This design comes from an exercise in tuning for small area, a short achievable clock period and few clock cycles on the open sky130 flow, not from production work. At most, simulation tests tie the RTL to the original design; equivalence was not proved.

==> run E <==
==> flow/design.v <==
module top(
    input  wire        clk,
    input  wire        rst,
    input  wire [63:0] i_data,
    input  wire        start,
    output wire [15:0] address,
    output reg         o_valid,
    output reg  [63:0] out_data,
    output reg         out_valid,
    output reg         done,
    output reg  [15:0] o_address,
    output wire [9:0]  done_cnt
);
    reg  [6:0] n;
    reg  [2:0] m;           
    reg        done_r;
    wire [6:0] n1 = n + 7'd1;
    assign address  = {9'd0, n};
    assign done_cnt = {9'd0, done_r};
    reg row0;               
    reg hopf;               
    reg flush;              
    reg left, right;        
    reg leftv;              
    always @(posedge clk) begin
        if (rst || !start) begin
            n       <= 7'd0;
            m       <= 3'd0;
            o_valid <= 1'b1;
            row0    <= 1'b0;
            hopf    <= 1'b0;
            flush   <= 1'b0;
            left    <= 1'b0;
            right   <= 1'b0;
            leftv   <= 1'b0;
        end else if (n != 7'd114) begin
            n       <= n1;
            m       <= (m == 3'd4) ? 3'd0 : m + 3'd1;
            o_valid <= (n1 < 7'd100);
            row0    <= (n1 >= 7'd2)  && (n1 < 7'd7);
            hopf    <= (n1 >= 7'd3)  && (n1 < 7'd13);
            flush   <= (n1 >= 7'd102);
            left    <= (m == 3'd3);            
            right   <= (m == 3'd2);            
            leftv   <= (m == 3'd2);            
        end
    end
    always @(posedge clk) begin
        if (rst) begin
            out_valid <= 1'b0;
            done      <= 1'b0;
            done_r    <= 1'b0;
        end else begin
            out_valid <= start && (n >= 7'd14) && (n <= 7'd113);
            done      <= start && (n == 7'd113);
            if (start && n == 7'd113) done_r <= 1'b1;
        end
    end
    function gt16(input [15:0] a, input [15:0] b);
        reg [15:0] g, l;
        reg [7:0] g1, l1;
        reg [3:0] g2, l2;
        reg [1:0] g3, l3;
        integer i;
        begin
            g = a & ~b;
            l = ~a & b;
            for (i = 0; i < 8; i = i + 1) begin
                g1[i] = g[2*i+1] | (~l[2*i+1] & g[2*i]);
                l1[i] = l[2*i+1] | (~g[2*i+1] & l[2*i]);
            end
            for (i = 0; i < 4; i = i + 1) begin
                g2[i] = g1[2*i+1] | (~l1[2*i+1] & g1[2*i]);
                l2[i] = l1[2*i+1] | (~g1[2*i+1] & l1[2*i]);
            end
            for (i = 0; i < 2; i = i + 1) begin
                g3[i] = g2[2*i+1] | (~l2[2*i+1] & g2[2*i]);
                l3[i] = l2[2*i+1] | (~g2[2*i+1] & l2[2*i]);
            end
            gt16 = g3[1] | (~l3[1] & g3[0]);
        end
    endfunction
    function [15:0] max2(input [15:0] a, input [15:0] b);
        max2 = gt16(a, b) ? a : b;
    endfunction
    reg  [255:0] ring [0:4];    
    wire [255:0] head = ring[4];
    wire [63:0]  hQ = head[255:192], hR = head[191:128], hS = head[127:64], hY = head[63:0];
    wire [255:0] r0 = ring[0];
    wire [63:0]  r0R = r0[255:192], r0S = r0[191:128], r0P = r0[127:64], r0X = r0[63:0];
    reg  [63:0]  X;
    wire [63:0]  x = X;
    reg  [63:0]  vout, pn, q1;
    integer j;
    always @(*) begin
        for (j = 0; j < 4; j = j + 1) begin
            vout[16*j +: 16] = (flush || gt16(hQ[16*j +: 16], x[16*j +: 16])) ? hQ[16*j +: 16] : x[16*j +: 16];
            pn[16*j +: 16]   = (!row0 && (flush || gt16(hY[16*j +: 16], x[16*j +: 16])))
                               ? hY[16*j +: 16] : x[16*j +: 16];
            q1[16*j +: 16]   = (!hopf && gt16(r0R[16*j +: 16], r0P[16*j +: 16])) ? r0R[16*j +: 16] : r0P[16*j +: 16];
        end
    end
    always @(posedge clk) begin
        X       <= i_data;
        ring[0] <= {hR, hS, pn, x};
        ring[1] <= {q1, r0S, r0P, r0X};
        ring[2] <= ring[1];
        ring[3] <= ring[2];
        ring[4] <= ring[3];
    end
    reg [63:0] Vr;
    reg [15:0] so0, sp3, ss1, ss2, sq3;     
    reg [15:0] pq3;                         
    wire [15:0] q0 = Vr[15:0], q1v = Vr[31:16], q2 = Vr[47:32], q3 = Vr[63:48];
    wire [15:0] p1 = max2(q0, q1v);
    wire [15:0] s2 = max2(q2, q3);
    wire [15:0] lq = (!leftv && gt16(ss2, q2)) ? ss2 : q2;
    wire [15:0] o0n = max2(lq, p1);
    wire [15:0] p3 = max2(p1, s2);
    wire [15:0] s1 = max2(q1v, s2);
    wire [15:0] o1 = (!left  && gt16(pq3, sp3)) ? pq3 : sp3;
    wire [15:0] o2 = (!right && gt16(q0, sp3))  ? q0  : sp3;
    wire [15:0] o3 = (!right && gt16(p1, ss1))  ? p1  : ss1;
    always @(posedge clk) begin
        Vr        <= vout;
        so0       <= o0n;
        sp3       <= p3;
        ss1       <= s1;
        ss2       <= s2;
        sq3       <= q3;
        pq3       <= sq3;
        out_data  <= {o3, o2, o1, so0};
        o_address <= {9'd0, n - 7'd14};
    end
endmodule
==> flow/flow/run.sh <==
#!/bin/bash
# The standard layout (bash standard.sh), with two changes to how it is made; the clock,
# the SDC and the synthesis are unchanged:
#  - timing repair aims at a setup slack of 11.5 ns instead of 0, so the resizer keeps
#    shortening the critical paths well below the 16 ns clock period;
#  - the port buffers are buf_4 cells rather than the resizer's default choice.
set -euo pipefail
bash standard.sh SETUP_SLACK_MARGIN=11.5 "BUFFER_PORTS_ARGS=-buffer_cell sky130_fd_sc_hd__buf_4" "CTS_ARGS=-sink_clustering_enable -repair_clock_nets -buf_list sky130_fd_sc_hd__clkbuf_8 -sink_clustering_size 18 -sink_clustering_max_diameter 55 -dont_use_dummy_load" finish > standard_flow.log 2>&1
==> flow/standard.sh <==
#!/bin/bash
# synth_recipe.tcl (not shown) runs the flow's synth.tcl, then flattens the netlist and writes it again
# the make line also repeats each setting of config.mk as NAME=value (left out here)
make -C /OpenROAD-flow-scripts/flow DESIGN_CONFIG=/design/flow/config.mk WORK_HOME=/design/flow/orfs CLKGATE_MAP_FILE= SYNTH_SCRIPT=/design/flow/synth_recipe.tcl "${@:-finish}"
==> flow/config.mk <==
export PLATFORM = sky130hd
export DESIGN_NAME = top
export DESIGN_NICKNAME = top
export VERILOG_FILES = /design/flow/design.v
export SDC_FILE = /design/flow/constraint.sdc
export NUM_CORES = 4
export LEC_CHECK = 0
export CAP_MARGIN = 20
export CORE_MARGIN = 2
export CORE_UTILIZATION = 40
export SLEW_MARGIN = 20
==> flow/constraint.sdc <==
create_clock -name core_clock -period 16.0 [get_ports {clk}]
set_input_delay 3.2000 -clock core_clock [delete_from_list [all_inputs] [get_ports {clk}]]
set_output_delay 3.2000 -clock core_clock [all_outputs]
set_load 0.01 [all_outputs]
==> run Y (differences from run E) <==
==> flow/design.v, changed modules only <==
module top(
    input  wire        clk,
    input  wire        rst,
    input  wire [63:0] i_data,
    input  wire        start,
    output wire [15:0] address,
    output reg         o_valid,
    output reg  [63:0] out_data,
    output reg         out_valid,
    output reg         done,
    output reg  [15:0] o_address,
    output wire [9:0]  done_cnt
);
    reg  [6:0] n;
    reg  [2:0] m;           
    reg        done_r;
    wire [6:0] n1 = n + 7'd1;
    assign address  = {9'd0, n};
    assign done_cnt = {9'd0, done_r};
    reg row0;               
    reg hopf;               
    reg flush;              
    reg left, right;        
    reg leftx;              
    always @(posedge clk) begin
        if (rst || !start) begin
            n       <= 7'd0;
            m       <= 3'd0;
            o_valid <= 1'b1;
            row0    <= 1'b0;
            hopf    <= 1'b0;
            flush   <= 1'b0;
            left    <= 1'b0;
            right   <= 1'b0;
            leftx   <= 1'b0;
        end else if (n != 7'd113) begin
            n       <= n1;
            m       <= (m == 3'd4) ? 3'd0 : m + 3'd1;
            o_valid <= (n1 < 7'd100);
            row0    <= (n1 >= 7'd3)  && (n1 < 7'd8);
            hopf    <= (n1 >= 7'd4)  && (n1 < 7'd14);
            flush   <= (n1 >= 7'd103);
            left    <= (m == 3'd2);            
            right   <= (m == 3'd1);            
            leftx   <= (m == 3'd1);            
        end
    end
    always @(posedge clk) begin
        if (rst) begin
            out_valid <= 1'b0;
            done      <= 1'b0;
            done_r    <= 1'b0;
        end else begin
            out_valid <= start && (n >= 7'd13) && (n <= 7'd112);
            done      <= start && (n == 7'd112);
            if (start && n == 7'd112) done_r <= 1'b1;
        end
    end
    function gt16(input [15:0] a, input [15:0] b);
        reg [15:0] g, l;
        reg [7:0] g1, l1;
        reg [3:0] g2, l2;
        reg [1:0] g3, l3;
        integer i;
        begin
            g = a & ~b;
            l = ~a & b;
            for (i = 0; i < 8; i = i + 1) begin
                g1[i] = g[2*i+1] | (~l[2*i+1] & g[2*i]);
                l1[i] = l[2*i+1] | (~g[2*i+1] & l[2*i]);
            end
            for (i = 0; i < 4; i = i + 1) begin
                g2[i] = g1[2*i+1] | (~l1[2*i+1] & g1[2*i]);
                l2[i] = l1[2*i+1] | (~g1[2*i+1] & l1[2*i]);
            end
            for (i = 0; i < 2; i = i + 1) begin
                g3[i] = g2[2*i+1] | (~l2[2*i+1] & g2[2*i]);
                l3[i] = l2[2*i+1] | (~g2[2*i+1] & l2[2*i]);
            end
            gt16 = g3[1] | (~l3[1] & g3[0]);
        end
    endfunction
    function [15:0] max2(input [15:0] a, input [15:0] b);
        max2 = gt16(a, b) ? a : b;
    endfunction
    reg  [63:0] X;
    reg  [15:0] so0, sp3, ss1, ss2, sq3;     
    reg  [15:0] pq3;                         
    wire [15:0] q0 = X[15:0], q1v = X[31:16], q2 = X[47:32], q3 = X[63:48];
    wire        g01 = gt16(q0, q1v);
    wire [15:0] p1 = g01 ? q0 : q1v;
    wire [15:0] s2 = max2(q2, q3);
    wire [15:0] lq = (!leftx && gt16(ss2, q2)) ? ss2 : q2;
    wire [15:0] o0n = max2(lq, p1);
    wire [15:0] p3 = max2(p1, s2);
    wire [15:0] s1 = max2(q1v, s2);
    wire [15:0] o1 = (!left  && gt16(pq3, sp3)) ? pq3 : sp3;
    wire [15:0] o2 = (!right && gt16(q0, sp3))  ? q0  : sp3;
    wire        g0 = gt16(q0, ss1), g1 = gt16(q1v, ss1);
    wire [15:0] o3 = (!right && g0 && g01)  ? q0  :
                     (!right && g1 && !g01) ? q1v : ss1;
    wire [63:0] hx = {o3, o2, o1, so0};
    always @(posedge clk) begin
        X         <= i_data;
        so0       <= o0n;
        sp3       <= p3;
        ss1       <= s1;
        ss2       <= s2;
        sq3       <= q3;
        pq3       <= sq3;
    end
    reg  [255:0] ring [0:4];    
    wire [255:0] head = ring[4];
    wire [63:0]  hQ = head[255:192], hR = head[191:128], hS = head[127:64], hY = head[63:0];
    wire [255:0] r0 = ring[0];
    wire [63:0]  r0R = r0[255:192], r0S = r0[191:128], r0P = r0[127:64], r0X = r0[63:0];
    wire [63:0]  x = hx;
    reg  [63:0]  vout, pn, qn;
    integer j;
    always @(*) begin
        for (j = 0; j < 4; j = j + 1) begin
            vout[16*j +: 16] = (flush || gt16(hQ[16*j +: 16], x[16*j +: 16])) ? hQ[16*j +: 16] : x[16*j +: 16];
            pn[16*j +: 16]   = (!row0 && (flush || gt16(hY[16*j +: 16], x[16*j +: 16])))
                               ? hY[16*j +: 16] : x[16*j +: 16];
            qn[16*j +: 16]   = (!hopf && gt16(r0R[16*j +: 16], r0P[16*j +: 16])) ? r0R[16*j +: 16] : r0P[16*j +: 16];
        end
    end
    always @(posedge clk) begin
        ring[0]   <= {hR, hS, pn, x};
        ring[1]   <= {qn, r0S, r0P, r0X};
        ring[2]   <= ring[1];
        ring[3]   <= ring[2];
        ring[4]   <= ring[3];
        out_data  <= vout;
        o_address <= {9'd0, n - 7'd13};
    end
endmodule
==> flow/flow/run.sh (replaced) <==
#!/bin/bash
# The standard layout (bash standard.sh), with two changes to how it is made; the clock,
# the SDC and the synthesis are unchanged:
#  - timing repair aims at a setup slack of 11.6 ns instead of 0, so the resizer keeps
#    shortening the critical paths well below the 16 ns clock period;
#  - the port buffers are buf_4 cells rather than the resizer's default choice;
#  - the clock tree uses the CTS options below (clkbuf_8 buffers, no dummy loads).
set -euo pipefail
bash standard.sh SETUP_SLACK_MARGIN=11.6 "BUFFER_PORTS_ARGS=-buffer_cell sky130_fd_sc_hd__buf_4" "CTS_ARGS=-sink_clustering_enable -repair_clock_nets -root_buf sky130_fd_sc_hd__clkbuf_16 -tree_buf sky130_fd_sc_hd__clkbuf_16 -buf_list sky130_fd_sc_hd__clkbuf_8 -sink_clustering_size 16 -sink_clustering_max_diameter 50 -dont_use_dummy_load" finish > standard_flow.log 2>&1
ABC_AREA = 1   (was default)
CORE_UTILIZATION = 70   (was 40)
==> run M (differences from run E) <==
==> flow/design.v, changed modules only <==
module top(
    input  wire        clk,
    input  wire        rst,
    input  wire [63:0] i_data,
    input  wire        start,
    output wire [15:0] address,
    output reg         o_valid,
    output reg  [63:0] out_data,
    output reg         out_valid,
    output reg         done,
    output reg  [15:0] o_address,
    output wire [9:0]  done_cnt
);
    reg  [6:0] n;
    reg  [2:0] m;           
    reg        done_r;
    wire [6:0] n1 = n + 7'd1;
    assign address  = {9'd0, n};
    assign done_cnt = {9'd0, done_r};
    reg row0;               
    reg hopf;               
    reg flush;              
    reg left, right;        
    always @(posedge clk) begin
        if (rst || !start) begin
            n       <= 7'd0;
            m       <= 3'd0;
            o_valid <= 1'b1;
            row0    <= 1'b0;
            hopf    <= 1'b0;
            flush   <= 1'b0;
            left    <= 1'b0;
            right   <= 1'b0;
        end else if (n != 7'd113) begin
            n       <= n1;
            m       <= (m == 3'd4) ? 3'd0 : m + 3'd1;
            o_valid <= (n1 < 7'd100);
            row0    <= (n1 >= 7'd1)  && (n1 < 7'd6);
            hopf    <= (n1 >= 7'd2)  && (n1 < 7'd12);
            flush   <= (n1 >= 7'd101);
            left    <= (m == 3'd2);            
            right   <= (m == 3'd1);            
        end
    end
    always @(posedge clk) begin
        if (rst) begin
            out_valid <= 1'b0;
            done      <= 1'b0;
            done_r    <= 1'b0;
        end else begin
            out_valid <= start && (n >= 7'd13) && (n <= 7'd112);
            done      <= start && (n == 7'd112);
            if (start && n == 7'd112) done_r <= 1'b1;
        end
    end
    function gt16(input [15:0] a, input [15:0] b);
        reg [15:0] g, l;
        reg [7:0] g1, l1;
        reg [3:0] g2, l2;
        reg [1:0] g3, l3;
        integer i;
        begin
            g = a & ~b;
            l = ~a & b;
            for (i = 0; i < 8; i = i + 1) begin
                g1[i] = g[2*i+1] | (~l[2*i+1] & g[2*i]);
                l1[i] = l[2*i+1] | (~g[2*i+1] & l[2*i]);
            end
            for (i = 0; i < 4; i = i + 1) begin
                g2[i] = g1[2*i+1] | (~l1[2*i+1] & g1[2*i]);
                l2[i] = l1[2*i+1] | (~g1[2*i+1] & l1[2*i]);
            end
            for (i = 0; i < 2; i = i + 1) begin
                g3[i] = g2[2*i+1] | (~l2[2*i+1] & g2[2*i]);
                l3[i] = l2[2*i+1] | (~g2[2*i+1] & l2[2*i]);
            end
            gt16 = g3[1] | (~l3[1] & g3[0]);
        end
    endfunction
    function [15:0] max2(input [15:0] a, input [15:0] b);
        max2 = gt16(a, b) ? a : b;
    endfunction
    reg  [255:0] ring [0:4];    
    wire [255:0] head = ring[4];
    wire [63:0]  hQ = head[255:192], hR = head[191:128], hS = head[127:64], hY = head[63:0];
    wire [255:0] r0 = ring[0];
    wire [63:0]  r0R = r0[255:192], r0S = r0[191:128], r0P = r0[127:64], r0X = r0[63:0];
    wire [63:0]  x = i_data;
    reg  [63:0]  vout, pn, q1;
    integer j;
    always @(*) begin
        for (j = 0; j < 4; j = j + 1) begin
            vout[16*j +: 16] = (flush || gt16(hQ[16*j +: 16], x[16*j +: 16])) ? hQ[16*j +: 16] : x[16*j +: 16];
            pn[16*j +: 16]   = (!row0 && (flush || gt16(hY[16*j +: 16], x[16*j +: 16])))
                               ? hY[16*j +: 16] : x[16*j +: 16];
            q1[16*j +: 16]   = (!hopf && gt16(r0R[16*j +: 16], r0P[16*j +: 16])) ? r0R[16*j +: 16] : r0P[16*j +: 16];
        end
    end
    always @(posedge clk) begin
        ring[0] <= {hR, hS, pn, x};
        ring[1] <= {q1, r0S, r0P, r0X};
        ring[2] <= ring[1];
        ring[3] <= ring[2];
        ring[4] <= ring[3];
    end
    reg [63:0] Vr;
    reg [15:0] sd, se, sf, sh, sq3;     
    reg [15:0] ph, pq3;                 
    wire [15:0] q0 = Vr[15:0], q1v = Vr[31:16], q2 = Vr[47:32], q3 = Vr[63:48];
    wire [15:0] g  = max2(q0, q1v);
    wire [15:0] h  = max2(q2, q3);
    wire [15:0] a  = max2(q1v, q2);
    wire [15:0] d  = max2(q0, a);
    wire [15:0] e  = max2(a, q3);
    wire [15:0] f  = max2(g, h);
    wire [15:0] o0 = (!left  && gt16(ph, sd))  ? ph  : sd;
    wire [15:0] o1 = (!left  && gt16(pq3, sf)) ? pq3 : sf;
    wire [15:0] o2 = (!right && gt16(q0, sf))  ? q0  : sf;
    wire [15:0] o3 = (!right && gt16(g, se))   ? g   : se;
    always @(posedge clk) begin
        Vr        <= vout;
        sd        <= d;
        se        <= e;
        sf        <= f;
        sh        <= h;
        sq3       <= q3;
        ph        <= sh;
        pq3       <= sq3;
        out_data  <= {o3, o2, o1, o0};
        o_address <= {9'd0, n - 7'd13};
    end
endmodule
==> flow/run.sh (new file) <==
#!/bin/bash
# synth_recipe.tcl (not shown) runs the flow's synth.tcl, then flattens the netlist and writes it again
# the make line also repeats each setting of config.mk as NAME=value (left out here)
make -C /OpenROAD-flow-scripts/flow DESIGN_CONFIG=/design/flow/config.mk WORK_HOME=/design/flow/orfs CLKGATE_MAP_FILE= SYNTH_SCRIPT=/design/flow/synth_recipe.tcl finish
ABC_CLOCK_PERIOD_IN_PS = 3000   (was default)
removed: flow/flow/run.sh
removed: flow/standard.sh
==> run G (differences from run E) <==
==> flow/flow/run.sh (replaced) <==
#!/bin/bash
# The standard layout (bash standard.sh), with two changes to how it is made; the clock,
# the SDC and the synthesis are unchanged:
#  - timing repair aims at a setup slack of 11.5 ns instead of 0, so the resizer keeps
#    shortening the critical paths well below the 16 ns clock period;
#  - the port buffers are buf_4 cells rather than the resizer's default choice;
#  - the clock tree uses the CTS options below (clkbuf_8 buffers, no dummy loads).
set -euo pipefail
bash standard.sh SETUP_SLACK_MARGIN=11.5 "BUFFER_PORTS_ARGS=-buffer_cell sky130_fd_sc_hd__buf_4" "CTS_ARGS=-sink_clustering_enable -repair_clock_nets -buf_list sky130_fd_sc_hd__clkbuf_8 -sink_clustering_size 16 -sink_clustering_max_diameter 50 -dont_use_dummy_load" finish > standard_flow.log 2>&1
ABC_AREA = 1   (was default)
==> summary.md <==
| Metric | Value |
|---|---|
| Status | complete, no violations |
| Hold_ws | 0.242 ns |
| Worst path required time | 12.80 ns |
| Commonest non-fill, non-tap cells in the layout | dfxtp_1, nand2_1, inv_1 |
| Seq/Total Area, Yosys | 0.738 |
| Row Count | 120 |
| Util after Layout | 0.449 |
| Met2 usage in global routing | 0.250 |
| Distinct cells, synth | 55 |
| GR Util met1 | 0.208 |
| Horiz. Die Dim | 333 µm |
| Worst Skew | 0.0965 ns |
-- figures above: run G

==> summary.md <==
| Metric | Value |
|---|---|
| Seq area share | 0.655 |
| Hold_ws | 0.258 ns |
| Complex-gate fraction of the synthesized area | 0.0573 |
| Status | complete, no violations |
| CTS clk-pin slew, worst paths | 0.11 ns |
| Worst path required time | 12.80 ns |
| Multi-input logic area | 10,500 µm² |
| Met2 Routed Length | 37,300 µm |
| GR Util met1 | 0.218 |
| Worst Skew | 0.0828 ns |
| Xor/xnor share of the synthesized area | 0.00243 |
| Row Count | 120 |
| FF-to-FF End | ring[1][241]$_DFF_P_ |
| Slew Limit Fails | 0 |
| Util after Layout | 0.458 |
| Horiz. Die Dim | 333 µm |
| Slew margin rel. | 0.186 |
| Seq/Total Area, Yosys | 0.739 |
-- figures above: run E

==> summary.md <==
| Metric | Value |
|---|---|
| Status | complete, no violations |
| Portion of netlist area occupied by mux cells | 0 |
| Synth Area in Adders | 0.00262 |
| Met3 Wirelength | 5340 µm |
| Average size of a mapped cell | 10.0 µm² |
| Seq/Total Area, Yosys | 0.712 |
| Worst Skew | 0.0829 ns |
| Met2 usage in global routing | 0.423 |
| Final Hold Viols | 0 |
| Row Count | 90 |
| Hold_ws | 0.268 ns |
| Total Wirelength | 85,400 µm |
| Util after Layout | 0.767 |
| GR Util met1 | 0.368 |
| Post-CTS setup buffer count | 0 |
| Die height | 252 µm |
| Worst path required time | 12.80 ns |
-- figures above: run Y

==> summary.md <==
| Metric | Value |
|---|---|
| Seq cells post-synth | 1,546 |
| GR Util met1 | 0.198 |
| Slew Limit Fails | 0 |
| Hold_ws | 0.307 ns |
| Horiz. Die Dim | 329 µm |
| Distinct cells, synth | 83 |
| Critical Path, Cell by Cell | clkdlybuf4s50_1 > nand2b_1 > maj3_2 > maj3_2 > maj3_2 > maj3_2 > maj3_2 > maj3_2 > maj3_2 > maj3_2 > maj3_2 > o311ai_4 > mux2_2 |
| Worst stage delay on the critical path | 0.79 ns |
| TritonCTS Sinks | 1,546 |
| Worst path required time | 16.62 ns |
| Status | complete, no violations |
| Seq/Total Area, Yosys | 0.730 |
| Row Count | 119 |
| Met2 usage in global routing | 0.242 |
| Commonest non-fill, non-tap cell in the layout | dfxtp_1 |
| Worst Skew | 0.0293 ns |
| Util after Layout | 0.478 |
| Synth top area share | 0.730 |
| Worst EP arrival | 7.93 ns |
-- figures above: run M

Testbench counts of run E, summed over its fixed seeds: cycles 2,736.
Testbench counts of run Y, summed over its fixed seeds: cycles 2,712.
Testbench counts of run G, summed over its fixed seeds: cycles 2,736.
Only the layout flow was run in run M; the RTL was not checked for function there.

separate check: timing with driven ports:
The results above use ideal ports. As a check the final layouts listed here were re-extracted and re-timed, cells and wires unchanged. Step 1 (the two cells are an assumption about what drives the block):
set clk [get_ports {clk}]
set_driving_cell -lib_cell sky130_fd_sc_hd__clkbuf_16 $clk
set_driving_cell -lib_cell sky130_fd_sc_hd__buf_2 [delete_from_list [all_inputs] $clk]
Step 2 adds t to the input delays and takes it off the output delays; t is the mean of the earliest and latest rising clock arrival at the registers after step 1. Input paths then give back, and output paths get back, about the clock's delay inside the block. Three values: ideal, step 1, step 2; two values: the first two.
| run | t (ns) | slack for setup (ns) | worst setup path after step 2 | clock arrival spread, ns | pins driven straight from the clock port |
|---|---|---|---|---|---|
| run E | 0.816 | 11.488 / 11.423 / 11.500 | input to register | 0.090 / 0.091 | 1 |
| run Y | 0.671 | 11.644 / 11.579 / 11.789 | input to register | 0.085 / 0.084 | 1 |
| run M | 0.802 | 8.688 / 8.738 / 7.935 | input to register | 0.030 / 0.031 | 1 |
| run G | 0.845 | 11.499 / 11.436 / 11.362 | input to register | 0.100 / 0.100 | 1 |
After both steps setup and hold are still met in every run listed. For run M, which loses most, drivers alone change the setup slack by +0.050 ns; drivers and shift together by -0.753 ns.
